From an optimization exercise on the open Yosys and OpenROAD flow, aimed at small area; shortcuts taken in it are not production practice.
Function was checked by simulation only, so behaviour that the tests miss may differ from the original.

==> flow/design.v <==
module fa_u(input a, input b, input c, output s, output co);
assign {co, s} = a + b + c;
endmodule
module ha_u(input a, input b, output s, output co);
assign {co, s} = a + b;
endmodule
module maj_u(input a, input b, input c, output co);
assign co = (a & b) | (a & c) | (b & c);
endmodule
module sel3_u(input a, input b, input c, input sa, input sb, input sc, output y);
assign y = (sa & a) | (sb & b) | (sc & c);
endmodule
module big_u(input a, input b, input c, output y);
assign y = ~((a ~^ b) & (b ~^ c));
endmodule
module or4_u(input a, input b, input c, input d, output y);
assign y = a | b | c | d;
endmodule
module or2_u(input a, input b, output y);
assign y = a | b;
endmodule
module sel3n_u(input a, input b, input c, input sa, input sb, input sc, output y);
assign y = ~((sa & a) | (sb & b) | (sc & c));
endmodule
module addr_calc(input [1:0] row, input [8:0] off, input [9:7] col, output [11:0] hi);
wire ad1, ad2; fa_u uad1 (.a(off[0]), .b(row[0]), .c(col[7]), .s(ad1), .co(ad2));
wire ad3, ad4; fa_u uad3 (.a(off[1]), .b(row[1]), .c(col[8]), .s(ad3), .co(ad4));
wire ad5, ad6; ha_u uad5 (.a(ad2), .b(ad3), .s(ad5), .co(ad6));
wire ad7, ad8; fa_u uad7 (.a(off[2]), .b(off[0]), .c(row[0]), .s(ad7), .co(ad8));
wire ad9, ad10; fa_u uad9 (.a(col[9]), .b(ad4), .c(ad7), .s(ad9), .co(ad10));
wire ad11, ad12; ha_u uad11 (.a(ad6), .b(ad9), .s(ad11), .co(ad12));
wire ad13, ad14; fa_u uad13 (.a(off[3]), .b(off[1]), .c(row[1]), .s(ad13), .co(ad14));
wire ad15, ad16; fa_u uad15 (.a(ad8), .b(ad13), .c(ad10), .s(ad15), .co(ad16));
wire ad17, ad18; ha_u uad17 (.a(ad12), .b(ad15), .s(ad17), .co(ad18));
wire ad19, ad20; fa_u uad19 (.a(off[4]), .b(off[2]), .c(ad14), .s(ad19), .co(ad20));
wire ad21, ad22; fa_u uad21 (.a(ad19), .b(ad16), .c(ad18), .s(ad21), .co(ad22));
wire ad23, ad24; fa_u uad23 (.a(off[5]), .b(off[3]), .c(ad20), .s(ad23), .co(ad24));
wire ad25, ad26; ha_u uad25 (.a(ad23), .b(ad22), .s(ad25), .co(ad26));
wire ad27, ad28; fa_u uad27 (.a(off[6]), .b(off[4]), .c(ad24), .s(ad27), .co(ad28));
wire ad29, ad30; ha_u uad29 (.a(ad27), .b(ad26), .s(ad29), .co(ad30));
wire ad31, ad32; fa_u uad31 (.a(off[7]), .b(off[5]), .c(ad28), .s(ad31), .co(ad32));
wire ad33, ad34; ha_u uad33 (.a(ad31), .b(ad30), .s(ad33), .co(ad34));
wire ad35, ad36; fa_u uad35 (.a(off[8]), .b(off[6]), .c(ad32), .s(ad35), .co(ad36));
wire ad37, ad38; ha_u uad37 (.a(ad35), .b(ad34), .s(ad37), .co(ad38));
wire ad39, ad40; fa_u uad39 (.a(off[7]), .b(ad36), .c(ad38), .s(ad39), .co(ad40));
wire ad41, ad42; ha_u uad41 (.a(off[8]), .b(ad40), .s(ad41), .co(ad42));
assign hi = {ad42, ad41, ad39, ad37, ad33, ad29, ad25, ad21, ad17, ad11, ad5, ad1};
endmodule
module grey_conv(input [23:0] inputData, output [7:0] g);
wire [7:0] R = inputData[23:16], G = inputData[15:8], B = inputData[7:0];
wire gc1, gc2; ha_u ugc1 (.a(R[0]), .b(B[0]), .s(gc1), .co(gc2));
wire gc3, gc4; fa_u ugc3 (.a(R[1]), .b(R[0]), .c(B[1]), .s(gc3), .co(gc4));
wire gc5, gc6; fa_u ugc5 (.a(G[0]), .b(gc2), .c(gc3), .s(gc5), .co(gc6));
wire gc7, gc8; fa_u ugc7 (.a(R[2]), .b(R[1]), .c(B[2]), .s(gc7), .co(gc8));
wire gc9, gc10; fa_u ugc9 (.a(G[1]), .b(gc4), .c(gc7), .s(gc9), .co(gc10));
wire gc11, gc12; ha_u ugc11 (.a(gc6), .b(gc9), .s(gc11), .co(gc12));
wire gc13, gc14; fa_u ugc13 (.a(R[3]), .b(R[2]), .c(B[3]), .s(gc13), .co(gc14));
wire gc15, gc16; fa_u ugc15 (.a(G[2]), .b(G[0]), .c(gc8), .s(gc15), .co(gc16));
wire gc17, gc18; fa_u ugc17 (.a(gc13), .b(gc10), .c(gc15), .s(gc17), .co(gc18));
wire gc19, gc20; ha_u ugc19 (.a(gc12), .b(gc17), .s(gc19), .co(gc20));
wire gc21, gc22; fa_u ugc21 (.a(R[4]), .b(R[3]), .c(B[4]), .s(gc21), .co(gc22));
wire gc23, gc24; fa_u ugc23 (.a(G[3]), .b(G[1]), .c(gc14), .s(gc23), .co(gc24));
wire gc25, gc26; fa_u ugc25 (.a(gc21), .b(gc16), .c(gc23), .s(gc25), .co(gc26));
wire gc27, gc28; fa_u ugc27 (.a(gc18), .b(gc25), .c(gc20), .s(gc27), .co(gc28));
wire gc29, gc30; fa_u ugc29 (.a(R[5]), .b(R[4]), .c(B[5]), .s(gc29), .co(gc30));
wire gc31, gc32; fa_u ugc31 (.a(G[4]), .b(G[2]), .c(gc22), .s(gc31), .co(gc32));
wire gc33, gc34; fa_u ugc33 (.a(gc29), .b(gc24), .c(gc31), .s(gc33), .co(gc34));
wire gc35, gc36; fa_u ugc35 (.a(gc26), .b(gc33), .c(gc28), .s(gc35), .co(gc36));
wire gc37, gc38; fa_u ugc37 (.a(R[6]), .b(R[5]), .c(B[6]), .s(gc37), .co(gc38));
wire gc39, gc40; fa_u ugc39 (.a(G[5]), .b(G[3]), .c(gc30), .s(gc39), .co(gc40));
wire gc41, gc42; fa_u ugc41 (.a(gc37), .b(gc32), .c(gc39), .s(gc41), .co(gc42));
wire gc43, gc44; fa_u ugc43 (.a(gc34), .b(gc41), .c(gc36), .s(gc43), .co(gc44));
wire gc45, gc46; fa_u ugc45 (.a(R[7]), .b(R[6]), .c(B[7]), .s(gc45), .co(gc46));
wire gc47, gc48; fa_u ugc47 (.a(G[6]), .b(G[4]), .c(gc38), .s(gc47), .co(gc48));
wire gc49, gc50; fa_u ugc49 (.a(gc45), .b(gc40), .c(gc47), .s(gc49), .co(gc50));
wire gc51, gc52; fa_u ugc51 (.a(gc42), .b(gc49), .c(gc44), .s(gc51), .co(gc52));
wire gc53, gc54; fa_u ugc53 (.a(R[7]), .b(G[7]), .c(G[5]), .s(gc53), .co(gc54));
wire gc55, gc56; fa_u ugc55 (.a(gc46), .b(gc53), .c(gc48), .s(gc55), .co(gc56));
wire gc57, gc58; fa_u ugc57 (.a(gc50), .b(gc55), .c(gc52), .s(gc57), .co(gc58));
wire gc59, gc60; fa_u ugc59 (.a(G[6]), .b(gc54), .c(gc56), .s(gc59), .co(gc60));
wire gc61, gc62; ha_u ugc61 (.a(gc59), .b(gc58), .s(gc61), .co(gc62));
wire gc63, gc64; fa_u ugc63 (.a(G[7]), .b(gc60), .c(gc62), .s(gc63), .co(gc64));
wire gc66 = G[0] & gc5;
wire gc68; maj_u ugc68 (.a(G[1]), .b(gc66), .c(gc11), .co(gc68));
wire gc69, gc70; fa_u ugc69 (.a(G[2]), .b(gc1), .c(gc19), .s(gc69), .co(gc70));
wire gc72 = gc68 & gc69;
wire gc73, gc74; fa_u ugc73 (.a(G[3]), .b(gc5), .c(gc70), .s(gc73), .co(gc74));
wire gc76; maj_u ugc76 (.a(gc27), .b(gc72), .c(gc73), .co(gc76));
wire gc77, gc78; fa_u ugc77 (.a(G[4]), .b(gc11), .c(gc74), .s(gc77), .co(gc78));
wire gc80; maj_u ugc80 (.a(gc35), .b(gc76), .c(gc77), .co(gc80));
wire gc81, gc82; fa_u ugc81 (.a(G[5]), .b(gc19), .c(gc78), .s(gc81), .co(gc82));
wire gc84; maj_u ugc84 (.a(gc43), .b(gc80), .c(gc81), .co(gc84));
wire gc85, gc86; fa_u ugc85 (.a(G[6]), .b(gc27), .c(gc82), .s(gc85), .co(gc86));
wire gc87, gc88; fa_u ugc87 (.a(gc51), .b(gc84), .c(gc85), .s(gc87), .co(gc88));
wire gc89, gc90; fa_u ugc89 (.a(G[7]), .b(gc35), .c(gc86), .s(gc89), .co(gc90));
wire gc91, gc92; fa_u ugc91 (.a(gc57), .b(gc88), .c(gc89), .s(gc91), .co(gc92));
wire gc93, gc94; fa_u ugc93 (.a(gc43), .b(gc61), .c(gc90), .s(gc93), .co(gc94));
wire gc95, gc96; ha_u ugc95 (.a(gc92), .b(gc93), .s(gc95), .co(gc96));
wire gc97, gc98; fa_u ugc97 (.a(gc51), .b(gc63), .c(gc94), .s(gc97), .co(gc98));
wire gc99, gc100; ha_u ugc99 (.a(gc96), .b(gc97), .s(gc99), .co(gc100));
wire gc101, gc102; fa_u ugc101 (.a(gc57), .b(gc64), .c(gc98), .s(gc101), .co(gc102));
wire gc103, gc104; ha_u ugc103 (.a(gc100), .b(gc101), .s(gc103), .co(gc104));
wire gc105, gc106; fa_u ugc105 (.a(gc61), .b(gc102), .c(gc104), .s(gc105), .co(gc106));
wire gc107, gc108; ha_u ugc107 (.a(gc63), .b(gc106), .s(gc107), .co(gc108));
wire gc109 = gc64 ^ gc108;
assign g = {gc109, gc107, gc105, gc103, gc99, gc95, gc91, gc87};
endmodule
module sobel_mag(input [7:0] m1,m2,m3,n4,m6,n7,n8,n9, output [7:0] outputData);
wire sc1 = ~(m3[0] ^ n7[0]);
wire sc2 = m3[0] | n7[0];
wire sc3, sc4; fa_u usc3 (.a(m3[1]), .b(n7[1]), .c(sc2), .s(sc3), .co(sc4));
wire sc5, sc6; fa_u usc5 (.a(m3[2]), .b(n7[2]), .c(sc4), .s(sc5), .co(sc6));
wire sc7, sc8; fa_u usc7 (.a(m3[3]), .b(n7[3]), .c(sc6), .s(sc7), .co(sc8));
wire sc9, sc10; fa_u usc9 (.a(m3[4]), .b(n7[4]), .c(sc8), .s(sc9), .co(sc10));
wire sc11, sc12; fa_u usc11 (.a(m3[5]), .b(n7[5]), .c(sc10), .s(sc11), .co(sc12));
wire sc13, sc14; fa_u usc13 (.a(m3[6]), .b(n7[6]), .c(sc12), .s(sc13), .co(sc14));
wire sc15, sc16; fa_u usc15 (.a(m3[7]), .b(n7[7]), .c(sc14), .s(sc15), .co(sc16));
wire sc17 = ~(m1[0] ^ n9[0]);
wire sc18 = m1[0] | n9[0];
wire sc19, sc20; fa_u usc19 (.a(m1[1]), .b(n9[1]), .c(sc18), .s(sc19), .co(sc20));
wire sc21, sc22; fa_u usc21 (.a(m1[2]), .b(n9[2]), .c(sc20), .s(sc21), .co(sc22));
wire sc23, sc24; fa_u usc23 (.a(m1[3]), .b(n9[3]), .c(sc22), .s(sc23), .co(sc24));
wire sc25, sc26; fa_u usc25 (.a(m1[4]), .b(n9[4]), .c(sc24), .s(sc25), .co(sc26));
wire sc27, sc28; fa_u usc27 (.a(m1[5]), .b(n9[5]), .c(sc26), .s(sc27), .co(sc28));
wire sc29, sc30; fa_u usc29 (.a(m1[6]), .b(n9[6]), .c(sc28), .s(sc29), .co(sc30));
wire sc31, sc32; fa_u usc31 (.a(m1[7]), .b(n9[7]), .c(sc30), .s(sc31), .co(sc32));
wire sc33 = ~(m6[0] ^ n4[0]);
wire sc34 = m6[0] | n4[0];
wire sc35, sc36; fa_u usc35 (.a(m6[1]), .b(n4[1]), .c(sc34), .s(sc35), .co(sc36));
wire sc37, sc38; fa_u usc37 (.a(m6[2]), .b(n4[2]), .c(sc36), .s(sc37), .co(sc38));
wire sc39, sc40; fa_u usc39 (.a(m6[3]), .b(n4[3]), .c(sc38), .s(sc39), .co(sc40));
wire sc41, sc42; fa_u usc41 (.a(m6[4]), .b(n4[4]), .c(sc40), .s(sc41), .co(sc42));
wire sc43, sc44; fa_u usc43 (.a(m6[5]), .b(n4[5]), .c(sc42), .s(sc43), .co(sc44));
wire sc45, sc46; fa_u usc45 (.a(m6[6]), .b(n4[6]), .c(sc44), .s(sc45), .co(sc46));
wire sc47, sc48; fa_u usc47 (.a(m6[7]), .b(n4[7]), .c(sc46), .s(sc47), .co(sc48));
wire sc49 = ~(m2[0] ^ n8[0]);
wire sc50 = m2[0] | n8[0];
wire sc51, sc52; fa_u usc51 (.a(m2[1]), .b(n8[1]), .c(sc50), .s(sc51), .co(sc52));
wire sc53, sc54; fa_u usc53 (.a(m2[2]), .b(n8[2]), .c(sc52), .s(sc53), .co(sc54));
wire sc55, sc56; fa_u usc55 (.a(m2[3]), .b(n8[3]), .c(sc54), .s(sc55), .co(sc56));
wire sc57, sc58; fa_u usc57 (.a(m2[4]), .b(n8[4]), .c(sc56), .s(sc57), .co(sc58));
wire sc59, sc60; fa_u usc59 (.a(m2[5]), .b(n8[5]), .c(sc58), .s(sc59), .co(sc60));
wire sc61, sc62; fa_u usc61 (.a(m2[6]), .b(n8[6]), .c(sc60), .s(sc61), .co(sc62));
wire sc63, sc64; fa_u usc63 (.a(m2[7]), .b(n8[7]), .c(sc62), .s(sc63), .co(sc64));
wire sc65 = ~(sc1 ^ ~sc17);
wire sc66 = sc1 | ~sc17;
wire sc67, sc68; fa_u usc67 (.a(sc33), .b(sc3), .c(~sc19), .s(sc67), .co(sc68));
wire sc69, sc70; ha_u usc69 (.a(sc66), .b(sc67), .s(sc69), .co(sc70));
wire sc71, sc72; fa_u usc71 (.a(sc35), .b(sc5), .c(~sc21), .s(sc71), .co(sc72));
wire sc73, sc74; fa_u usc73 (.a(sc68), .b(sc70), .c(sc71), .s(sc73), .co(sc74));
wire sc75, sc76; fa_u usc75 (.a(sc37), .b(sc7), .c(~sc23), .s(sc75), .co(sc76));
wire sc77, sc78; fa_u usc77 (.a(sc72), .b(sc74), .c(sc75), .s(sc77), .co(sc78));
wire sc79, sc80; fa_u usc79 (.a(sc39), .b(sc9), .c(~sc25), .s(sc79), .co(sc80));
wire sc81, sc82; fa_u usc81 (.a(sc76), .b(sc78), .c(sc79), .s(sc81), .co(sc82));
wire sc83, sc84; fa_u usc83 (.a(sc41), .b(sc11), .c(~sc27), .s(sc83), .co(sc84));
wire sc85, sc86; fa_u usc85 (.a(sc80), .b(sc82), .c(sc83), .s(sc85), .co(sc86));
wire sc87, sc88; fa_u usc87 (.a(sc43), .b(sc13), .c(~sc29), .s(sc87), .co(sc88));
wire sc89, sc90; fa_u usc89 (.a(sc84), .b(sc86), .c(sc87), .s(sc89), .co(sc90));
wire sc91, sc92; fa_u usc91 (.a(sc45), .b(sc15), .c(~sc31), .s(sc91), .co(sc92));
wire sc93, sc94; fa_u usc93 (.a(sc88), .b(sc90), .c(sc91), .s(sc93), .co(sc94));
wire sc95, sc96; fa_u usc95 (.a(sc47), .b(sc16), .c(~sc32), .s(sc95), .co(sc96));
wire sc97, sc98; fa_u usc97 (.a(sc92), .b(sc95), .c(sc94), .s(sc97), .co(sc98));
wire sc99, sc100; fa_u usc99 (.a(sc48), .b(sc96), .c(sc98), .s(sc99), .co(sc100));
wire sc101, sc102; ha_u usc101 (.a(sc1), .b(sc17), .s(sc101), .co(sc102));
wire sc103, sc104; fa_u usc103 (.a(sc49), .b(sc102), .c(sc3), .s(sc103), .co(sc104));
wire sc105, sc106; ha_u usc105 (.a(sc19), .b(sc103), .s(sc105), .co(sc106));
wire sc107, sc108; fa_u usc107 (.a(sc51), .b(sc5), .c(sc21), .s(sc107), .co(sc108));
wire sc109, sc110; fa_u usc109 (.a(sc104), .b(sc106), .c(sc107), .s(sc109), .co(sc110));
wire sc111, sc112; fa_u usc111 (.a(sc53), .b(sc7), .c(sc23), .s(sc111), .co(sc112));
wire sc113, sc114; fa_u usc113 (.a(sc108), .b(sc110), .c(sc111), .s(sc113), .co(sc114));
wire sc115, sc116; fa_u usc115 (.a(sc55), .b(sc9), .c(sc25), .s(sc115), .co(sc116));
wire sc117, sc118; fa_u usc117 (.a(sc112), .b(sc114), .c(sc115), .s(sc117), .co(sc118));
wire sc119, sc120; fa_u usc119 (.a(sc57), .b(sc11), .c(sc27), .s(sc119), .co(sc120));
wire sc121, sc122; fa_u usc121 (.a(sc116), .b(sc118), .c(sc119), .s(sc121), .co(sc122));
wire sc123, sc124; fa_u usc123 (.a(sc59), .b(sc13), .c(sc29), .s(sc123), .co(sc124));
wire sc125, sc126; fa_u usc125 (.a(sc120), .b(sc122), .c(sc123), .s(sc125), .co(sc126));
wire sc127, sc128; fa_u usc127 (.a(sc61), .b(sc15), .c(sc31), .s(sc127), .co(sc128));
wire sc129, sc130; fa_u usc129 (.a(sc124), .b(sc126), .c(sc127), .s(sc129), .co(sc130));
wire sc131, sc132; fa_u usc131 (.a(sc63), .b(sc16), .c(sc32), .s(sc131), .co(sc132));
wire sc133, sc134; fa_u usc133 (.a(sc128), .b(sc131), .c(sc130), .s(sc133), .co(sc134));
wire sc135, sc136; fa_u usc135 (.a(sc64), .b(sc132), .c(sc134), .s(sc135), .co(sc136));
wire sc137, sc138; fa_u usc137 (.a(ax0), .b(ay0), .c(~sc100), .s(sc137), .co(sc138));
wire sc139, sc140; ha_u usc139 (.a(~sc136), .b(sc137), .s(sc139), .co(sc140));
wire sc141, sc142; fa_u usc141 (.a(ax1), .b(ay1), .c(sc138), .s(sc141), .co(sc142));
wire sc143, sc144; ha_u usc143 (.a(sc140), .b(sc141), .s(sc143), .co(sc144));
wire sc145, sc146; fa_u usc145 (.a(ax2), .b(ay2), .c(sc142), .s(sc145), .co(sc146));
wire sc147, sc148; ha_u usc147 (.a(sc144), .b(sc145), .s(sc147), .co(sc148));
wire sc149, sc150; fa_u usc149 (.a(ax3), .b(ay3), .c(sc146), .s(sc149), .co(sc150));
wire sc151, sc152; ha_u usc151 (.a(sc148), .b(sc149), .s(sc151), .co(sc152));
wire sc153, sc154; fa_u usc153 (.a(ax4), .b(ay4), .c(sc150), .s(sc153), .co(sc154));
wire sc155, sc156; ha_u usc155 (.a(sc152), .b(sc153), .s(sc155), .co(sc156));
wire sc157, sc158; fa_u usc157 (.a(ax5), .b(ay5), .c(sc154), .s(sc157), .co(sc158));
wire sc159, sc160; ha_u usc159 (.a(sc156), .b(sc157), .s(sc159), .co(sc160));
wire sc161, sc162; fa_u usc161 (.a(ax6), .b(ay6), .c(sc158), .s(sc161), .co(sc162));
wire sc163, sc164; ha_u usc163 (.a(sc160), .b(sc161), .s(sc163), .co(sc164));
wire sc165, sc166; fa_u usc165 (.a(ax7), .b(ay7), .c(sc162), .s(sc165), .co(sc166));
wire sc167, sc168; ha_u usc167 (.a(sc164), .b(sc165), .s(sc167), .co(sc168));
wire sc169, sc170; ha_u usc169 (.a(sc166), .b(sc168), .s(sc169), .co(sc170));
wire ax0 = sc65 ^ ~sc100;
wire ay0 = sc101 ^ ~sc136;
wire ax1 = sc69 ^ ~sc100;
wire ay1 = sc105 ^ ~sc136;
wire ax2 = sc73 ^ ~sc100;
wire ay2 = sc109 ^ ~sc136;
wire ax3 = sc77 ^ ~sc100;
wire ay3 = sc113 ^ ~sc136;
wire ax4 = sc81 ^ ~sc100;
wire ay4 = sc117 ^ ~sc136;
wire ax5 = sc85 ^ ~sc100;
wire ay5 = sc121 ^ ~sc136;
wire ax6 = sc89 ^ ~sc100;
wire ay6 = sc125 ^ ~sc136;
wire ax7 = sc93 ^ ~sc100;
wire ay7 = sc129 ^ ~sc136;
wire bigx, bigy;
big_u ubigx (.a(~sc100), .b(sc99), .c(sc97), .y(bigx));
big_u ubigy (.a(~sc136), .b(sc135), .c(sc133), .y(bigy));
wire sat; or4_u usat (.a(bigx), .b(bigy), .c(sc170), .d(sc169), .y(sat));
wire [7:0] sum = {sc167, sc163, sc159, sc155, sc151, sc147, sc143, sc139};
genvar i;
generate for (i = 0; i < 8; i = i + 1) begin : satBit
    or2_u u (.a(sum[i]), .b(sat), .y(outputData[i]));
end endgenerate
endmodule
module edgeDetection2(
    input  logic        clk,
    input  logic        n_rst,
    input  logic        startSignal,
    input  logic [23:0] inputData,
    input  logic        rwError,
    input  logic        readDone,
    input  logic        writeDone,
    output logic [31:0] readAddress,
    output logic [7:0]  outputData,
    output logic        readEnable,
    output logic        writeEnable,
    output logic        outputError
);
localparam [2:0] IDLE = 3'd0, GEN = 3'd1, WAITD = 3'd2, STORE = 3'd3,
                 ERR = 3'd4, WRITE = 3'd5;
reg [2:0] state;
wire exec  = (state == GEN);
wire sWait = (state == WAITD);
wire store = (state == STORE);
wire grab  = (state == WAITD) & readDone & ~rwError;
reg  [3:0] cnt;      
reg        np3;      
wire       cntTop = np3 ? (cnt == 4'd3) : (cnt == 4'd9);
always_ff @(posedge clk, negedge n_rst)
    if (!n_rst) state <= IDLE;
    else case (state)
        IDLE:    if (startSignal) state <= GEN;
        GEN:     state <= WAITD;
        WAITD:   if (rwError) state <= ERR; else if (readDone) state <= STORE;
        STORE:   state <= cntTop ? WRITE : GEN;
        WRITE:   if (writeDone) state <= GEN;
        default: state <= state;
    endcase
assign readEnable  = (state == WAITD);
assign writeEnable = (state == WRITE);
assign outputError = (state == ERR);
reg [1:0] row;       
reg [9:0] col;       
reg [8:0] off;       
wire rowWrap = row[1] & row[0];
wire colWrap = col[9] & col[7];
wire offWrap = &{off[8:6], off[4:1]};
reg  np3Pre;
wire colWrapD2 = np3 & ~np3Pre;
wire [9:0] colInc; wire [10:0] colC;
wire [8:0] offInc; wire [9:0] offC;
assign colC[0] = 1'b1;
assign offC[0] = 1'b1;
genvar gi;
generate
    for (gi = 0; gi < 10; gi = gi + 1) begin : colIncBit
        ha_u u (.a(col[gi]), .b(colC[gi]), .s(colInc[gi]), .co(colC[gi+1]));
    end
    for (gi = 0; gi < 9; gi = gi + 1) begin : offIncBit
        ha_u u (.a(off[gi]), .b(offC[gi]), .s(offInc[gi]), .co(offC[gi+1]));
    end
endgenerate
always_ff @(posedge clk, negedge n_rst)
    if (!n_rst) begin
        row <= '0; col <= '0; off <= '0;
        np3Pre <= 1'b0; np3 <= 1'b0;
    end else begin
        if (rowWrap) row <= '0; else if (exec) row <= {row[1] ^ row[0], ~row[0]};
        if (colWrap) col <= '0; else if (rowWrap) col <= colInc;
        if (offWrap) begin if (!(exec | sWait)) off <= '0; end
        else if (colWrap) off <= offInc;
        np3Pre <= (|col[9:2]) | (col[1] & col[0]);
        np3 <= np3Pre;
    end
wire rowZ  = ~(row[1] | row[0]);
wire colZ  = ~(|col);
wire offZ  = ~(|off);
wire back  = rowZ & colZ;             
wire [6:0] colLoDec; wire [7:0] colBw;
assign colBw[0] = rowZ;
generate
    for (gi = 0; gi < 7; gi = gi + 1) begin : colDecBit
        assign colLoDec[gi] = col[gi] ^ colBw[gi];
        assign colBw[gi+1]  = ~col[gi] & colBw[gi];
    end
endgenerate
wire [2:0] colHi = back ? 3'd4 : (col[9:7] - {2'd0, colBw[7]});
wire [1:0] k = rowZ ? (back ? 2'd1 : 2'd2) : (row - 2'd1);
wire [8:0] offR = off | ({9{back & offZ}} & 9'd478);
wire [11:0] addrHi;
addr_calc addrCalc (.row(k), .off(offR), .col(colHi), .hi(addrHi));
assign readAddress = {8'd0, addrHi, colLoDec, 5'd0};
always_ff @(posedge clk, negedge n_rst)
    if (!n_rst) cnt <= '0;
    else if (colWrapD2) cnt <= '0;
    else if (grab) begin
        if (np3 ? (cnt >= 4'd3) : (cnt >= 4'd9)) cnt <= 4'd1;
        else cnt <= cnt + 4'd1;
    end
wire [7:0] grey;
grey_conv greyConv (.inputData(inputData), .g(grey));
reg [7:0] pixel;
always_ff @(posedge clk) pixel <= grey;
reg [7:0] m1, m2, m3, n4, m5, m6, n7, n8, n9;
wire [7:0] npixel = ~pixel;
wire shift3 = np3 & store & (cnt == 4'd1);
wire [9:0] ld;       
assign ld[0] = 1'b0;
generate
    for (gi = 1; gi < 10; gi = gi + 1) begin : ldDec
        assign ld[gi] = ~np3 & (gi == 9 ? (cnt == 4'd9 || cnt == 4'd0) : (cnt == gi));
    end
endgenerate
wire [7:0] m1d, m2d, n4d, m5d, n7d, n8d;
wire h1 = ~(ld[1] | shift3), h2 = ~(ld[4] | shift3), h4 = ~(ld[2] | shift3),
     h5 = ~(ld[5] | shift3), h7 = ~(ld[3] | shift3), h8 = ~(ld[6] | shift3);
generate
    for (gi = 0; gi < 8; gi = gi + 1) begin : winSel
        sel3_u s1 (.a(m1[gi]), .b(m2[gi]),  .c(pixel[gi]),  .sa(h1), .sb(shift3), .sc(ld[1]), .y(m1d[gi]));
        sel3_u s2 (.a(m2[gi]), .b(m3[gi]),  .c(pixel[gi]),  .sa(h2), .sb(shift3), .sc(ld[4]), .y(m2d[gi]));
        sel3n_u s4 (.a(~n4[gi]), .b(m5[gi]), .c(pixel[gi]), .sa(h4), .sb(shift3), .sc(ld[2]), .y(n4d[gi]));
        sel3_u s5 (.a(m5[gi]), .b(m6[gi]),  .c(pixel[gi]),  .sa(h5), .sb(shift3), .sc(ld[5]), .y(m5d[gi]));
        sel3_u s7 (.a(n7[gi]), .b(n8[gi]),  .c(npixel[gi]), .sa(h7), .sb(shift3), .sc(ld[3]), .y(n7d[gi]));
        sel3_u s8 (.a(n8[gi]), .b(n9[gi]),  .c(npixel[gi]), .sa(h8), .sb(shift3), .sc(ld[6]), .y(n8d[gi]));
    end
endgenerate
always_ff @(posedge clk) begin
    m1 <= m1d; m2 <= m2d; n4 <= n4d; m5 <= m5d; n7 <= n7d; n8 <= n8d;
    if (ld[7] | (np3 & store & (cnt == 4'd1))) m3 <= pixel;
    if (ld[8] | (np3 & store & (cnt == 4'd2))) m6 <= pixel;
    if (ld[9] | (np3 & store & (cnt == 4'd3))) n9 <= npixel;
end
wire [7:0] mag;
sobel_mag sobelMag (.m1(m1), .m2(m2), .m3(m3), .n4(n4), .m6(m6), .n7(n7),
                    .n8(n8), .n9(npixel), .outputData(mag));
reg [7:0] outR;
always_ff @(posedge clk) outR <= mag;
assign outputData = outR;
endmodule
==> flow/flow/run.sh <==
#!/bin/bash
set -e
export BUFFER_PORTS_ARGS="-buffer_cell sky130_fd_sc_hd__buf_1"
export CTS_ARGS="-sink_clustering_enable -repair_clock_nets -dont_use_dummy_load -buf_list sky130_fd_sc_hd__clkbuf_4 -sink_clustering_size 20 -sink_clustering_max_diameter 120"
bash standard.sh > standard.log 2>&1
==> flow/standard.sh <==
#!/bin/bash
# synth_recipe.tcl (not shown) runs the flow's synth.tcl, then flattens the netlist and writes it again
# the make line also repeats each setting of config.mk as NAME=value (left out here)
make -C /OpenROAD-flow-scripts/flow DESIGN_CONFIG=/design/flow/config.mk WORK_HOME=/design/flow/orfs CLKGATE_MAP_FILE= SYNTH_SCRIPT=/design/flow/synth_recipe.tcl "${@:-finish}"
==> flow/config.mk <==
export PLATFORM = sky130hd
export DESIGN_NAME = edgeDetection2
export DESIGN_NICKNAME = edgeDetection2
export VERILOG_FILES = /design/flow/design.v
export SDC_FILE = /design/flow/constraint.sdc
export NUM_CORES = 4
export LEC_CHECK = 0
export CAP_MARGIN = 20
export CORE_MARGIN = 2
export CORE_UTILIZATION = 40
export SLEW_MARGIN = 20
export SYNTH_HIERARCHICAL = 1
==> flow/constraint.sdc <==
create_clock -name core_clock -period 12.0 [get_ports {clk}]
set_input_delay 2.4000 -clock core_clock [delete_from_list [all_inputs] [get_ports {clk}]]
set_output_delay 2.4000 -clock core_clock [all_outputs]
set_load 0.01 [all_outputs]
==> results of run 1 <==
[modules after synthesis, one instance, submodules excluded]
module | flops+latches | times used
sel3n_u | 0 | 8
addr_calc | 0 | 1
edgeDetection2 | 118 | 1
sel3_u | 0 | 40
fa_u | 0 | 121
or4_u | 0 | 1
maj_u | 0 | 4
grey_conv | 0 | 1
big_u | 0 | 2
ha_u | 0 | 47
sobel_mag | 0 | 1
or2_u | 0 | 8
[stage by stage]
| stage | worst slack (ns) | cells |
|---|---|---|
| after floorplan | 1.91 | 683 |
| after global placement | 1.43 | 970 |
| after detailed placement | 1.25 | 970 |
| after CTS | 1.20 | 987 |
| after global routing | 0.679 | 988 |
| final | 1.22 | 988 |
[per-layer routing]
layer | part of all wire (%) | global-route usage (%) | vias up | wire length [µm]
met5 | 0 | 0 | - | 0
met4 | 1.2 | 4.48 | 0 | 189
met3 | 4.3 | 3.47 | 15 | 673
met2 | 49 | 24.8 | 154 | 7620
met1 | 45 | 19.6 | 2560 | 7010
li1 | - | - | 2345 | -
[final timing paths]
| check | from | endpoint | slack, ns | depth (start not counted) |
|---|---|---|---|---|
| hold reg to reg | n9[1] | n8[1] | 0.43 | 2 |
| setup reg to reg | pixel[0] | outR[7] | 1.22 | 29 |
| max in group asynchronous | n_rst | np3 | 9.81 | 2 |
| min in group asynchronous | n_rst | col[5] | 1.87 | 2 |
| hold / removal | n9[1] | n8[1] | 0.43 | 2 |
| setup / recovery | pixel[0] | outR[7] | 1.22 | 29 |
[critical path: cells and delay by family (launching register included)]
| kind | cells | cell delay, ns |
|---|---|---|
| adders and majority gates | 22 | 8.78 |
| and+or+nand+nor | 2 | 0.84 |
| DFF | 1 | 0.46 |
| buffers and inverters | 4 | 0.32 |
| xor gates and xnor gates | 1 | 0.26 |
[layout by cell type, fill, tap and decap left out, types with 15 or more instances in the layout]
cell and count:
buf_1 59, xnor2_1 17, clkbuf_4 17, nor2_1 29
dfxtp_1 64, inv_1 104, ha_1 68, a222oi_1 48
conb_1 15, dfrtp_1 30, fa_1 121, edfxtp_1 24
[cell type report]
class | count | area (µm²) | share of cell area [%]
multi-input cells | 416 | 4930 | 56.1
flip-flops and latches | 118 | 2750 | 31.3
inverters | 104 | 390 | 4.44
well taps | 270 | 338 | 3.85
repair buffers | 62 | 244 | 2.78
clock buffers | 17 | 128 | 1.45
diodes | 1 | 2.50 | 0.0285
[logic make-up (layout without fill, tap and decap cells)]
logic type      after synthesis  in the layout  synth area share (%)
compound gates               81             81                  8.65
xor+xnor                     20             20                  2.19
fa+ha+maj                   193            193                  39.8
buf+inv                     149            183                  8.55
flops                       118            118                  33.0
mux                          11             11                  1.32
other cells                   2             16                0.0900
simple gates                 96             96                  6.43
==> flow_metrics.env, run 1 <==
export IMPL_boundaryPins=73
export IMPL_slew_viol_final=0
export IMPL_finalCritPeriodShare_pct=89.9
export IMPL_dpl_hpwl_um=12700
export IMPL_reg_top3="col x10, off x9"
export IMPL_yosys_area_top_type_share_pct=29.0
export IMPL_die_area_um2=22000
export IMPL_synth_cell_area_um2=8340
export IMPL_yosysUniqueCellTypes=51
export IMPL_insertion_delay_ns=0.52
export IMPL_rows=52
export IMPL_cap_violations=0
export IMPL_synthMostInstantiatedCell="fa_1"
export IMPL_final_area_um2=8790
export IMPL_synth_area_leaders="fa_1 29%, dfxtp_1 15%, ha_1 10%"
export IMPL_cts_resized_gates=0
export IMPL_fp_coreArea_um2=20400
export IMPL_track_usage_pct=14.9
export IMPL_fmax_mhz=92.7
export IMPL_cp_required_ns=12.39
export IMPL_clock_path_buffers=2
export IMPL_grt_pass1_vias=5378
export IMPL_route_detailed_drc=0
export IMPL_worstSetupStartpointType="flip-flop"
export IMPL_cp_slowest_cell="fa_1"
export IMPL_cpMostUsedCell="fa_1"
export IMPL_utilization_pct=43.1
export IMPL_endpoint_kind="flip-flop"
export IMPL_worstSetupPathType="flip-flop to flip-flop"
export IMPL_cts_tree="built"
export IMPL_yosys_most_used_dff="dfxtp_1"
export IMPL_synth_async_reset_ratio_pct=25.4
export IMPL_cts_buffers=17
export IMPL_fp_dieH_um=148
export IMPL_setup_viol=0
export IMPL_yosys_warnings=7
export IMPL_grt_max_degree=56
export IMPL_syn_inst=670
export IMPL_ant_nets=0
export IMPL_fin_skew_ns=0.0420
export IMPL_syn2layout_area_growth_pct=5.31
export IMPL_drt_wl_total_um=15500
export IMPL_layout_drive_gt1_share_pct=5.44
export IMPL_dr_pass1_iters=7
export IMPL_cp_data_arrival_time_ns=11.17
export IMPL_place_gp_congestion=0.882
export IMPL_synth_commonest_cells="121 x fa_1, 104 x inv_1, 68 x ha_1"
export IMPL_largest_register="col"
export IMPL_rsz0062_at_grt="false"
export IMPL_die_x_um=148
export IMPL_grt_pass1_wl_um=26100
export IMPL_post_cts_buffers=0
export IMPL_outcome="timing/DRC/antenna clean"
export IMPL_critPathMaxFanout=9
export IMPL_synth_top_cell_by_area="fa_1"
export IMPL_nets=938
export IMPL_synth_enable_flop_cells=24
export IMPL_grt_overflow=0
export IMPL_start_util_pct=41.0
export IMPL_hold_slack_ns=0.430
export IMPL_finalHoldViolCount=0
export IMPL_ctsHoldBuffers=0
export IMPL_htree_levels=4
export IMPL_avgViaCountPerCell=5.14
export IMPL_relSlewSlack_pct=36.6
export IMPL_placed_area_um2=8660
export IMPL_setup_tns_ns=0
export IMPL_worst_pin_slew_ns=0.945
export IMPL_vias=5074
export IMPL_largest_reg_flops=10
export IMPL_clk_transition_reported_paths_ns=0.11
export IMPL_hold_class="flip-flop to flip-flop"
export IMPL_root_buffer="clkbuf_4"
export IMPL_fillers=1879
export IMPL_ys_seq_area_share_pct=33.0
export IMPL_clock_sinks=118
export IMPL_wire_per_inst_um=15.7
export IMPL_antenna_found_initial=1
export IMPL_cp_slowest_stage_delay_ns=0.61
export IMPL_synth_seq_cells=118
export IMPL_portBuffers=59
export IMPL_first_iter_violations=457
export IMPL_syn_avg_cell_area_um2=12.5
export IMPL_period_needed_ns=10.78
==> run 2, diff against run 1 <==
--- a/flow/design.v
+++ b/flow/design.v
@@ -269,8 +269,8 @@
 wire colWrapD2 = np3 & ~np3Pre;
 wire [9:0] colInc; wire [10:0] colC;
 wire [8:0] offInc; wire [9:0] offC;
-assign colC[0] = 1'b1;
-assign offC[0] = 1'b1;
+assign colC[0] = rowWrap;
+assign offC[0] = colWrap;
 genvar gi;
 generate
     for (gi = 0; gi < 10; gi = gi + 1) begin : colIncBit
@@ -286,9 +286,8 @@
         np3Pre <= 1'b0; np3 <= 1'b0;
     end else begin
         if (rowWrap) row <= '0; else if (exec) row <= {row[1] ^ row[0], ~row[0]};
-        if (colWrap) col <= '0; else if (rowWrap) col <= colInc;
-        if (offWrap) begin if (!(exec | sWait)) off <= '0; end
-        else if (colWrap) off <= offInc;
+        col <= colInc & {10{~colWrap}};
+        off <= offInc & {9{~(offWrap & ~(exec | sWait))}};
         np3Pre <= (|col[9:2]) | (col[1] & col[0]);
         np3 <= np3Pre;
     end
==> run 2 against run 1 <==
Still clean on timing, DRC and antenna. Setup slack improved by 0.11 ns. Hold slack worse by 0.053 ns. Wire length fell by 1.3%. Via count shrank 3.1%. Register-to-register slack improved by 0.11 ns. Fmax up 1.0%. Clock-buffer cell count is the same.
==> flow_metrics.env, run 2 <==
export IMPL_grt_pass1_vias=5354
export IMPL_finalHoldViolCount=0
export IMPL_setup_tns_ns=0
export IMPL_yosys_warnings=7
export IMPL_track_usage_pct=15.0
export IMPL_synth_cell_area_um2=8240
export IMPL_htree_levels=4
export IMPL_synth_seq_cells=118
export IMPL_outcome="timing/DRC/antenna clean"
export IMPL_rsz0062_at_grt="false"
export IMPL_grt_max_degree=54
export IMPL_fp_coreArea_um2=20200
export IMPL_clk_transition_reported_paths_ns=0.09
export IMPL_final_area_um2=8680
export IMPL_dr_pass1_iters=7
export IMPL_dp_slack_ns=1.23
export IMPL_syn_avg_cell_area_um2=12.7
export IMPL_ys_seq_area_share_pct=33.4
export IMPL_relSlewSlack_pct=28.7
export IMPL_fp_dieH_um=148
export IMPL_fin_skew_ns=0.0340
export IMPL_critPathMaxFanout=9
export IMPL_endpoint_kind="flip-flop"
export IMPL_finalCritPeriodShare_pct=88.9
export IMPL_period_needed_ns=10.67
export IMPL_worstSetupStartpointType="flip-flop"
export IMPL_clock_path_buffers=2
export IMPL_largest_register="col"
export IMPL_route_detailed_drc=0
export IMPL_yosys_most_used_dff="dfxtp_1"
export IMPL_cp_required_ns=12.42
export IMPL_grt_overflow=0
export IMPL_yosysUniqueCellTypes=55
export IMPL_largest_reg_flops=10
export IMPL_layout_drive_gt1_share_pct=6.14
export IMPL_cts_tree="built"
export IMPL_cp_slowest_stage_delay_ns=0.60
export IMPL_layout_common_cells="121 x fa_1, 106 x inv_1, 68 x ha_1"
export IMPL_synthMostInstantiatedCell="fa_1"
export IMPL_yosys_area_top_type_share_pct=29.4
export IMPL_placed_area_um2=8550
export IMPL_clock_sinks=118
export IMPL_start_util_pct=40.7
export IMPL_drt_wl_total_um=15300
export IMPL_synth_area_leaders="fa_1 29%, dfxtp_1 16%, ha_1 10%"
export IMPL_hold_class="flip-flop to flip-flop"
export IMPL_cts_buffers=17
export IMPL_cp_data_arrival_time_ns=11.09
export IMPL_fillers=1875
export IMPL_wire_per_inst_um=15.7
export IMPL_cap_violations=0
export IMPL_synth_enable_flop_cells=24
export IMPL_die_x_um=148
export IMPL_antenna_found_initial=1
export IMPL_slew_viol_final=0
export IMPL_dpl_hpwl_um=12600
export IMPL_avgViaCountPerCell=5.06
export IMPL_grt_pass1_wl_um=25800
export IMPL_reg_top3="col x10, off x9"
export IMPL_cp_startpoint="pixel[0]"
export IMPL_syn_inst=651
export IMPL_fmax_mhz=93.7
export IMPL_synth_top_cell_by_area="fa_1"
export IMPL_insertion_delay_ns=0.52
export IMPL_post_cts_buffers=0
export IMPL_worst_pin_slew_ns=1.06
export IMPL_stdcell_count=971
export IMPL_synth_commonest_cells="121 x fa_1, 106 x inv_1, 68 x ha_1"
export IMPL_setup_viol=0
export IMPL_worstSetupPathType="flip-flop to flip-flop"
export IMPL_ctsHoldBuffers=0
export IMPL_final_common_cell="fa_1"
export IMPL_first_iter_violations=535
export IMPL_synth_async_reset_ratio_pct=25.4
export IMPL_rows=52
export IMPL_boundaryPins=73
export IMPL_hp_start="np3Pre"
export IMPL_timing_rr_start="pixel[0]"
export IMPL_root_buffer="clkbuf_4"
export IMPL_syn2layout_area_growth_pct=5.35
export IMPL_cpMostUsedCell="fa_1"
export IMPL_vias=4915
export IMPL_nets=921
export IMPL_place_gp_congestion=0.836
export IMPL_cp_slowest_cell="fa_1"
export IMPL_die_area_um2=21800
export IMPL_portBuffers=59
export IMPL_ant_nets=0
export IMPL_cts_resized_gates=0
export IMPL_setup_ws_ns=1.33
export IMPL_post_place_cells=953
==> run 2: logic make-up (layout without fill, tap and decap cells) <==
kind of cell / after synthesis / in the layout / synth area share (%)
AO/OA/AOI/OAI: 75 / 75 / 8.14
XOR/XNOR: 20 / 20 / 2.22
adder cells (fa/ha/maj): 193 / 193 / 40.3
buffers and inverters: 147 / 184 / 8.58
flip-flops: 118 / 118 / 33.4
multiplexers: 1 / 1 / 0.137
other: 1 / 14 / 0.0455
AND/OR/NAND/NOR: 96 / 96 / 7.20
==> run 2: cell type report <==
class / count / area (µm²) / area share (%)
diodes: 1 / 2.50 / 0.0288
clock buffers: 17 / 128 / 1.47
inverters: 106 / 398 / 4.58
multi-input cells: 398 / 4820 / 55.6
flip-flops and latches: 118 / 2750 / 31.7
well taps: 270 / 338 / 3.89
repair buffers: 61 / 236 / 2.72
==> run 2: worst max-delay path: cells and delay by family, from the launching register on <==
family / cells / cell delay, ns
adders and majority gates: 22 / 8.74
buffers and inverters: 4 / 0.32
xor gates and xnor gates: 1 / 0.26
and+or+nand+nor: 2 / 0.84
DFF: 1 / 0.45
==> run 2: worst paths after layout <==
path | to | slack (ns) | cells after the start
max in group asynchronous | off[1] | 9.80 | 2
min in group asynchronous | col[3] | 1.88 | 2
worst min-delay path | np3 | 0.38 | 0
worst max register to register | outR[0] | 1.33 | 29
worst max-delay path | outR[0] | 1.33 | 29
worst min register to register | np3 | 0.38 | 0
==> run 2: Yosys stat by module (local to each module, per instance) <==
module | copies in the design | flops+latches | cells inside | area, µm²
or2_u | 8 | 0 | 1 | 6.26
big_u | 2 | 0 | 3 | 20.0
sel3n_u | 8 | 0 | 1 | 10.0
maj_u | 4 | 0 | 1 | 11.3
addr_calc | 1 | 0 | 12 | 90.1
grey_conv | 1 | 0 | 11 | 81.3
sobel_mag | 1 | 0 | 50 | 334
ha_u | 47 | 0 | 1 | 12.5
edgeDetection2 | 1 | 118 | 303 | 3950
sel3_u | 40 | 0 | 2 | 13.8
or4_u | 1 | 0 | 1 | 7.51
fa_u | 121 | 0 | 1 | 20.0
==> run 2: layer usage <==
layer / share of wire (%) / wire, µm / vias up / GRT usage, %
li1: - / - / 2276 / -
met1: 45 / 6870 / 2479 / 19.8
met2: 50 / 7570 / 146 / 24.2
met3: 4.4 / 680 / 14 / 3.55
met4: 1.1 / 170 / 0 / 5.53
met5: 0 / 0 / - / 0
==> run 2: stage by stage <==
| stage | utilization (%) | hold slack, ns |
|---|---|---|
| final | 42.9 | 0.377 |
| after global routing | 42.9 | 0.406 |
| after CTS | 42.9 | 0.380 |
| after detailed placement | 42.3 | 0.361 |
| after global placement | 42.3 | 0.364 |
| after floorplan | - | 0.349 |
==> run 3, diff against run 2 <==
--- a/flow/design.v
+++ b/flow/design.v
@@ -293,7 +293,6 @@
     end
 wire rowZ  = ~(row[1] | row[0]);
 wire colZ  = ~(|col);
-wire offZ  = ~(|off);
 wire back  = rowZ & colZ;             
 wire [6:0] colLoDec; wire [7:0] colBw;
 assign colBw[0] = rowZ;
@@ -305,9 +304,8 @@
 endgenerate
 wire [2:0] colHi = back ? 3'd4 : (col[9:7] - {2'd0, colBw[7]});
 wire [1:0] k = rowZ ? (back ? 2'd1 : 2'd2) : (row - 2'd1);
-wire [8:0] offR = off | ({9{back & offZ}} & 9'd478);
 wire [11:0] addrHi;
-addr_calc addrCalc (.row(k), .off(offR), .col(colHi), .hi(addrHi));
+addr_calc addrCalc (.row(k), .off(off), .col(colHi), .hi(addrHi));
 assign readAddress = {8'd0, addrHi, colLoDec, 5'd0};
 always_ff @(posedge clk, negedge n_rst)
     if (!n_rst) cnt <= '0;
==> run 3 against run 2 <==
Still clean. Area after synthesis decreased by 0.38%. Core utilization about the same. Global-route usage increased by 0.053 points. Wire length decreased by 0.55%. Largest cell class unchanged.
==> flow_metrics.env, run 3 <==
export IMPL_clock_path_buffers=2
export IMPL_muxShareOfSynthArea_pct=0.122
export IMPL_cap_violations=0
export IMPL_post_cts_buffers=0
export IMPL_layout_drive_gt1_share_pct=4.89
export IMPL_setup_tns_ns=0
export IMPL_grt_max_degree=54
export IMPL_htree_levels=4
export IMPL_ys_seq_area_share_pct=33.5
export IMPL_synthAdderAreaFrac_pct=40.4
export IMPL_cp_slowest_cell="fa_1"
export IMPL_synth_cell_area_um2=8210
export IMPL_ant_nets=0
export IMPL_synth_seq_cells=118
export IMPL_worstSetupPathDepth=29
export IMPL_boundaryPins=73
export IMPL_cpMostUsedCell="fa_1"
export IMPL_cp_slowest_stage_delay_ns=0.61
export IMPL_slew_viol_final=0
export IMPL_relSlewSlack_pct=32.1
export IMPL_rsz0062_at_grt="false"
export IMPL_finalHoldViolCount=0
export IMPL_placed_area_um2=8510
export IMPL_setup_ws_ns=1.23
export IMPL_finalCritPeriodShare_pct=89.8
export IMPL_rows=52
export IMPL_cp_data_arrival_time_ns=11.14
export IMPL_vias=4891
export IMPL_ctsHoldBuffers=0
export IMPL_worstSetupPathType="flip-flop to flip-flop"
export IMPL_synth_commonest_cells="121 x fa_1, 108 x inv_1, 68 x ha_1"
export IMPL_path_delay_family="adder cells"
export IMPL_cts_resized_gates=0
export IMPL_stdcell_count=967
export IMPL_yosys_warnings=7
export IMPL_fmax_mhz=92.8
export IMPL_first_iter_violations=399
export IMPL_synth_top_cell_by_area="fa_1"
export IMPL_cts_buffers=17
export IMPL_layout_area_seq_um2=2750
export IMPL_endpoint_kind="flip-flop"
export IMPL_fillers=1937
export IMPL_grt_overflow=0
export IMPL_period_needed_ns=10.77
export IMPL_dpl_hpwl_um=12500
export IMPL_layout_common_cells="121 x fa_1, 108 x inv_1, 68 x ha_1"
export IMPL_synth_simple_gate_area_share_pct=6.80
export IMPL_antenna_found_initial=1
export IMPL_synth_area_leaders="fa_1 30%, dfxtp_1 16%, ha_1 10%"
export IMPL_synth_xor_area_share_pct=2.23
export IMPL_critPathMaxFanout=9
export IMPL_setup_viol=0
export IMPL_fp_dieH_um=147
export IMPL_route_detailed_drc=0
export IMPL_synth_top_family_by_area="adder cells"
export IMPL_grt_pass1_vias=5249
export IMPL_worstRegToRegCells=29
export IMPL_grt_pass1_wl_um=25800
export IMPL_clk_transition_reported_paths_ns=0.10
export IMPL_multi_input_area_um2=4780
export IMPL_die_x_um=147
export IMPL_track_usage_pct=15.1
export IMPL_worst_pin_slew_ns=1.01
export IMPL_synth_enable_flop_cells=24
export IMPL_place_gp_congestion=0.875
export IMPL_fp_coreArea_um2=20200
export IMPL_largest_reg_flops=10
export IMPL_avgViaCountPerCell=5.06
export IMPL_yosys_area_top_type_share_pct=29.5
export IMPL_die_area_um2=21700
export IMPL_dp_slack_ns=1.26
export IMPL_syn2layout_area_growth_pct=5.32
export IMPL_root_buffer="clkbuf_4"
export IMPL_cp_required_ns=12.37
export IMPL_synthMostInstantiatedCell="fa_1"
export IMPL_hold_path_depth=0
export IMPL_final_common_cell="fa_1"
export IMPL_portBuffers=59
export IMPL_worstSetupStartpointType="flip-flop"
export IMPL_largest_register="col"
export IMPL_final_area_um2=8640
export IMPL_synth_compound_area_share_pct=8.03
export IMPL_nets=917
export IMPL_start_util_pct=40.7
export IMPL_yosysUniqueCellTypes=47
export IMPL_synth_async_reset_ratio_pct=25.4
export IMPL_outcome="timing/DRC/antenna clean"
export IMPL_yosys_most_used_dff="dfxtp_1"
export IMPL_dr_pass1_iters=6
export IMPL_insertion_delay_ns=0.50
export IMPL_clock_sinks=118
export IMPL_cts_tree="built"
export IMPL_post_place_cells=949
export IMPL_wire_per_inst_um=15.7
export IMPL_drt_wl_total_um=15200
export IMPL_syn_inst=648
export IMPL_critical_path_buf_inv_count=4
export IMPL_hold_class="flip-flop to flip-flop"
export IMPL_fin_skew_ns=0.0297
export IMPL_syn_avg_cell_area_um2=12.7
export IMPL_reg_top3="col x10, off x9"
==> run 3: worst register-to-register path: cells and delay by family, from the launching register on <==
family / cells / cell delay (ns)
adders and majority gates: 22 / 8.78
and+or+nand+nor: 2 / 0.82
DFF: 1 / 0.46
xor gates and xnor gates: 1 / 0.26
buffers and inverters: 4 / 0.32
==> run 3: metal layers <==
metal	routed length (µm)	track usage (%)	vias up
li1	-	-	2248
met1	6730	19.8	2486
met2	7650	25.3	150
met3	735	3.45	7
met4	90	3.99	0
met5	0	0	-
==> run 3: cell families after synthesis <==
family | count (synthesis)
AOI/OAI and AO/OA | 74
xor gates and xnor gates | 20
other | 1
DFF | 118
muxes | 1
adders and majority gates | 193
and+or+nand+nor | 91
buffers and inverters | 150
==> run 3: layout make-up <==
type	count	area share, %
Multi-Input combinational cell	392	55.3
Sequential cell	118	31.8
Inverter	108	4.69
Tap cell	270	3.91
Timing Repair Buffer	61	2.74
Clock buffer	17	1.48
Antenna cell	1	0.0289
==> run 3: worst paths after layout <==
| path | from | end | slack (ns) |
|---|---|---|---|
| worst min-delay path | np3Pre | np3 | 0.43 |
| max in group asynchronous | n_rst | state[1] | 9.78 |
| worst min register to register | np3Pre | np3 | 0.43 |
| worst max register to register | pixel[0] | outR[0] | 1.23 |
| worst max-delay path | pixel[0] | outR[0] | 1.23 |
| min in group asynchronous | n_rst | col[1] | 1.89 |
==> run 3: per-module statistics from Yosys (local to each module, per instance) <==
module,cell area (µm²),flip-flops and latches,cells inside
sobel_mag,334,0,50
or2_u,6.26,0,1
edgeDetection2,3920,118,300
addr_calc,90.1,0,12
grey_conv,81.3,0,11
sel3_u,13.8,0,2
big_u,20.0,0,3
sel3n_u,10.0,0,1
fa_u,20.0,0,1
or4_u,7.51,0,1
maj_u,11.3,0,1
ha_u,12.5,0,1
==> run 3: per-stage QoR <==
stage | hold WS, ns | utilization (%)
floorplan | 0.369 | -
global placement | 0.386 | 42.2
detailed placement | 0.394 | 42.2
CTS | 0.435 | 42.8
global route | 0.454 | 42.9
finish | 0.426 | 42.9
==> run 4, diff against run 3 <==
--- a/flow/design.v
+++ b/flow/design.v
@@ -245,7 +245,18 @@
 wire grab  = (state == WAITD) & readDone & ~rwError;
 reg  [3:0] cnt;      
 reg        np3;      
-wire       cntTop = np3 ? (cnt == 4'd3) : (cnt == 4'd9);
+wire [9:0] cntIs;
+assign cntIs[0] = ~cnt[3] & ~cnt[2] & ~cnt[1] & ~cnt[0];
+assign cntIs[1] = ~cnt[3] & ~cnt[2] & ~cnt[1] &  cnt[0];
+assign cntIs[2] = ~cnt[2] &  cnt[1] & ~cnt[0];
+assign cntIs[3] = ~cnt[2] &  cnt[1] &  cnt[0];
+assign cntIs[4] =  cnt[2] & ~cnt[1] & ~cnt[0];
+assign cntIs[5] =  cnt[2] & ~cnt[1] &  cnt[0];
+assign cntIs[6] =  cnt[2] &  cnt[1] & ~cnt[0];
+assign cntIs[7] =  cnt[2] &  cnt[1] &  cnt[0];
+assign cntIs[8] =  cnt[3] & ~cnt[0];
+assign cntIs[9] =  cnt[3] &  cnt[0];
+wire       cntTop = np3 ? cntIs[3] : cntIs[9];
 always_ff @(posedge clk, negedge n_rst)
     if (!n_rst) state <= IDLE;
     else case (state)
@@ -286,8 +297,8 @@
         np3Pre <= 1'b0; np3 <= 1'b0;
     end else begin
         if (rowWrap) row <= '0; else if (exec) row <= {row[1] ^ row[0], ~row[0]};
-        col <= colInc & {10{~colWrap}};
-        off <= offInc & {9{~(offWrap & ~(exec | sWait))}};
+        col <= colInc & ~({10{colWrap}} & 10'd640);
+        off <= offInc & ~({9{offWrap & ~(exec | sWait)}} & 9'd478);
         np3Pre <= (|col[9:2]) | (col[1] & col[0]);
         np3 <= np3Pre;
     end
@@ -311,7 +322,7 @@
     if (!n_rst) cnt <= '0;
     else if (colWrapD2) cnt <= '0;
     else if (grab) begin
-        if (np3 ? (cnt >= 4'd3) : (cnt >= 4'd9)) cnt <= 4'd1;
+        if (np3 ? (cnt[3] | cnt[2] | (cnt[1] & cnt[0])) : cntIs[9]) cnt <= 4'd1;
         else cnt <= cnt + 4'd1;
     end
 wire [7:0] grey;
@@ -320,12 +331,12 @@
 always_ff @(posedge clk) pixel <= grey;
 reg [7:0] m1, m2, m3, n4, m5, m6, n7, n8, n9;
 wire [7:0] npixel = ~pixel;
-wire shift3 = np3 & store & (cnt == 4'd1);
+wire shift3 = np3 & store & cntIs[1];
 wire [9:0] ld;       
 assign ld[0] = 1'b0;
 generate
     for (gi = 1; gi < 10; gi = gi + 1) begin : ldDec
-        assign ld[gi] = ~np3 & (gi == 9 ? (cnt == 4'd9 || cnt == 4'd0) : (cnt == gi));
+        assign ld[gi] = ~np3 & (gi == 9 ? (cntIs[9] | cntIs[0]) : cntIs[gi]);
     end
 endgenerate
 wire [7:0] m1d, m2d, n4d, m5d, n7d, n8d;
@@ -343,9 +354,9 @@
 endgenerate
 always_ff @(posedge clk) begin
     m1 <= m1d; m2 <= m2d; n4 <= n4d; m5 <= m5d; n7 <= n7d; n8 <= n8d;
-    if (ld[7] | (np3 & store & (cnt == 4'd1))) m3 <= pixel;
-    if (ld[8] | (np3 & store & (cnt == 4'd2))) m6 <= pixel;
-    if (ld[9] | (np3 & store & (cnt == 4'd3))) n9 <= npixel;
+    if (ld[7] | shift3) m3 <= pixel;
+    if (ld[8] | (np3 & store & cntIs[2])) m6 <= pixel;
+    if (ld[9] | (np3 & store & cntIs[3])) n9 <= npixel;
 end
 wire [7:0] mag;
 sobel_mag sobelMag (.m1(m1), .m2(m2), .m3(m3), .n4(n4), .m6(m6), .n7(n7),
==> flow/flow/run.sh (replaced) <==
#!/bin/bash
# The standard layout (standard.sh) with two changes:
#  - the port buffers are the smallest buffer cell (sky130_fd_sc_hd__buf_1);
#  - clock tree synthesis inserts no dummy loads and builds the tree from
#    sky130_fd_sc_hd__clkbuf_4.
# All of standard.sh's output goes to standard.log; each ORFS step keeps its
# own log under orfs/logs/.
set -e
export BUFFER_PORTS_ARGS="-buffer_cell sky130_fd_sc_hd__buf_1"
export CTS_ARGS="-sink_clustering_enable -repair_clock_nets -dont_use_dummy_load -buf_list sky130_fd_sc_hd__clkbuf_4 -sink_clustering_size 12 -sink_clustering_max_diameter 60"
bash standard.sh > standard.log 2>&1
==> run 4 against run 3 <==
Still clean on timing, DRC and antenna. Cell area is 0.41% lower. Fmax is 0.83% higher. Non-clock buffer count is 3 higher. Critical endpoint is now outR[6].
==> flow_metrics.env, run 4 <==
export IMPL_syn2layout_area_growth_pct=5.98
export IMPL_first_iter_violations=338
export IMPL_slew_viol_final=0
export IMPL_grt_overflow=0
export IMPL_layout_common_cells="121 x fa_1, 103 x inv_1, 64 x ha_1, 64 x dfxtp_1, 59 x buf_1"
export IMPL_synth_async_reset_ratio_pct=25.4
export IMPL_route_detailed_drc=0
export IMPL_wire_per_inst_um=15.2
export IMPL_avgViaCountPerCell=5.00
export IMPL_muxShareOfSynthArea_pct=0
export IMPL_relSlewSlack_pct=37.5
export IMPL_finalCritPeriodShare_pct=89.0
export IMPL_synth_top_cell_by_area="fa_1"
export IMPL_use_met3_pct=3.00
export IMPL_vias=4804
export IMPL_cp_data_arrival_time_ns=11.10
export IMPL_grt_pass1_wl_um=24900
export IMPL_synth_compound_area_share_pct=8.16
export IMPL_clk_transition_reported_paths_ns=0.09
export IMPL_outcome="timing/DRC/antenna clean"
export IMPL_cts_resized_gates=0
export IMPL_start_util_pct=40.4
export IMPL_yosys_area_top_type_share_pct=29.8
export IMPL_worstSetupPathType="flip-flop to flip-flop"
export IMPL_critPathMaxFanout=9
export IMPL_synth_top_family_by_area="adder cells"
export IMPL_nets=907
export IMPL_cts_tree="built"
export IMPL_layout_drive_gt1_share_pct=4.93
export IMPL_fp_dieH_um=147
export IMPL_finalHoldViolCount=0
export IMPL_final_common_cell="fa_1"
export IMPL_syn_avg_cell_area_um2=12.7
export IMPL_antenna_found_initial=1
export IMPL_synthAdderAreaFrac_pct=40.2
export IMPL_insertion_delay_ns=0.54
export IMPL_synth_area_leaders="fa_1 30%, dfxtp_1 16%, ha_1 9.9%"
export IMPL_largest_reg_flops=10
export IMPL_synth_simple_gate_area_share_pct=6.92
export IMPL_ctsHoldBuffers=0
export IMPL_met2_usage_pct=25.2
export IMPL_drt_wl_total_um=14600
export IMPL_yosys_warnings=7
export IMPL_clock_path_buffers=2
export IMPL_cp_slowest_stage_delay_ns=0.60
export IMPL_largest_register="col"
export IMPL_grt_max_degree=52
export IMPL_cap_violations=0
export IMPL_root_buffer="clkbuf_4"
export IMPL_fmax_mhz=93.6
export IMPL_top_usage_layer="met2"
export IMPL_dpl_hpwl_um=12100
export IMPL_synth_cell_area_um2=8120
export IMPL_clock_sinks=118
export IMPL_boundaryPins=73
export IMPL_post_cts_buffers=0
export IMPL_portBuffers=59
export IMPL_fin_skew_ns=0.0431
export IMPL_htree_levels=4
export IMPL_synthMostInstantiatedCell="fa_1"
export IMPL_worstSetupStartpointType="flip-flop"
export IMPL_dr_pass1_iters=6
export IMPL_cts_buffers=17
export IMPL_yosysUniqueCellTypes=54
export IMPL_place_gp_congestion=0.892
export IMPL_die_area_um2=21500
export IMPL_synth_xor_area_share_pct=2.25
export IMPL_cp_slowest_cell="fa_1"
export IMPL_utilization_pct=42.8
export IMPL_cp_required_ns=12.41
export IMPL_synth_commonest_cells="121 x fa_1, 103 x inv_1, 64 x dfxtp_1, 64 x ha_1, 48 x a222oi_1"
export IMPL_syn_inst=639
export IMPL_ys_seq_area_share_pct=33.9
export IMPL_hold_class="flip-flop to flip-flop"
export IMPL_grt_use_met1_pct=18.3
export IMPL_worst_pin_slew_ns=0.931
export IMPL_ant_nets=0
export IMPL_rows=52
export IMPL_path_delay_family="adder cells"
export IMPL_die_x_um=147
export IMPL_reg_top3="col x10, off x9"
export IMPL_track_usage_pct=14.5
export IMPL_synth_enable_flop_cells=24
export IMPL_synth_seq_cells=118
export IMPL_critical_path_buf_inv_count=4
export IMPL_period_needed_ns=10.69
export IMPL_endpoint_kind="flip-flop"
export IMPL_yosys_most_used_dff="dfxtp_1"
export IMPL_setup_tns_ns=0
export IMPL_setup_viol=0
export IMPL_grt_pass1_vias=5252
export IMPL_fp_coreArea_um2=20100
export IMPL_cpMostUsedCell="fa_1"
export IMPL_rsz0062_at_grt="false"
-- run 4: changes by cell type in the layout (fill, tap and decap cells not counted), sizes merged, moves of 3 or more --
cell | before | now
and2 | 17 | 4
nor2b | 11 | 17
inv | 108 | 103
ha | 68 | 64
nor3b | 0 | 4
and3 | 6 | 3
buf | 61 | 64
nand4 | 2 | 5
o21ai | 10 | 7
-- run 4: path summary, 6_finish.rpt --
| kind | startpoint | cells after the start | endpoint | slack [ns] |
|---|---|---|---|---|
| worst max-delay path | pixel[0] | 29 | outR[6] | 1.31 |
| worst min-delay path | m5[1] | 1 | n4[1] | 0.43 |
| worst max register to register | pixel[0] | 29 | outR[6] | 1.31 |
| worst min register to register | m5[1] | 1 | n4[1] | 0.43 |
| max in group asynchronous | n_rst | 2 | off[8] | 9.81 |
| min in group asynchronous | n_rst | 2 | col[7] | 1.83 |
-- run 4: stage by stage --
step | instance area [µm²] | cells | hold WS (ns) | worst slack [ns]
floorplan | 8170 | 651 | 0.366 | 1.91
global placement | 8480 | 943 | 0.393 | 1.43
detailed placement | 8480 | 943 | 0.395 | 1.28
CTS | 8610 | 960 | 0.429 | 1.28
global route | 8610 | 961 | 0.462 | 0.818
finish | 8610 | 961 | 0.428 | 1.31
-- run 4: cell type report --
cell class | count | area (µm²)
fillers | 1863 | 11500
multi-input cells | 387 | 4740
flip-flops and latches | 118 | 2750
inverters | 104 | 390
well taps | 270 | 338
repair buffers | 64 | 259
clock buffers | 17 | 128
diodes | 1 | 2.50
-- run 4: cells by family after synthesis --
group | count (synthesis)
fa+ha+maj | 189
buf+inv | 146
flops | 118
simple gates | 91
compound gates | 74
xor+xnor | 20
other cells | 1
-- run 4: Yosys stat by module (local to each module, per instance), a selection --
module / flops+latches / cells / copies in the design / area [µm²]
sel3n_u: 0 / 1 / 8 / 10.0
or2_u: 0 / 1 / 8 / 6.26
ha_u: 0 / 1 / 47 / 12.5
sobel_mag: 0 / 50 / 1 / 334
edgeDetection2: 118 / 291 / 1 / 3830
fa_u: 0 / 1 / 121 / 20.0
or4_u: 0 / 1 / 1 / 7.51
big_u: 0 / 3 / 2 / 20.0
sel3_u: 0 / 2 / 40 / 13.8
grey_conv: 0 / 11 / 1 / 81.3
-- run 4: metal layers --
layer	part of all wire, %	vias up
li1	-	2247
met1	44	2445
met4	0.69	0
met2	51	102
met5	0	-
met3	3.8	10

[afterwards: timing with drivers on the ports]
The results above use ideal ports. As a check the final layouts listed here were re-extracted and re-timed, cells and wires unchanged. Step 1, drivers: a clkbuf_16 drives clk and a buf_2 each remaining input, both assumed. Step 2 adds t to the input delays and takes it off the output delays; t is the mean of the earliest and latest rising clock arrival at the registers after step 1. Input paths then give back, and output paths get back, about the clock's delay inside the block. Slacks: no drivers / after step 1 / after step 2; pairs: no drivers / after step 1.
run	t, ns	setup WS [ns]	slew at the worst register clock pin (ns)
run 1	0.541	1.218 / 1.218 / 1.218	0.11 / 0.11
run 2	0.542	1.329 / 1.329 / 1.329	0.10 / 0.10
run 3	0.524	1.226 / 1.226 / 1.226	0.10 / 0.10
run 4	0.554	1.315 / 1.315 / 1.315	0.12 / 0.12
After both steps every run listed still meets setup and hold.
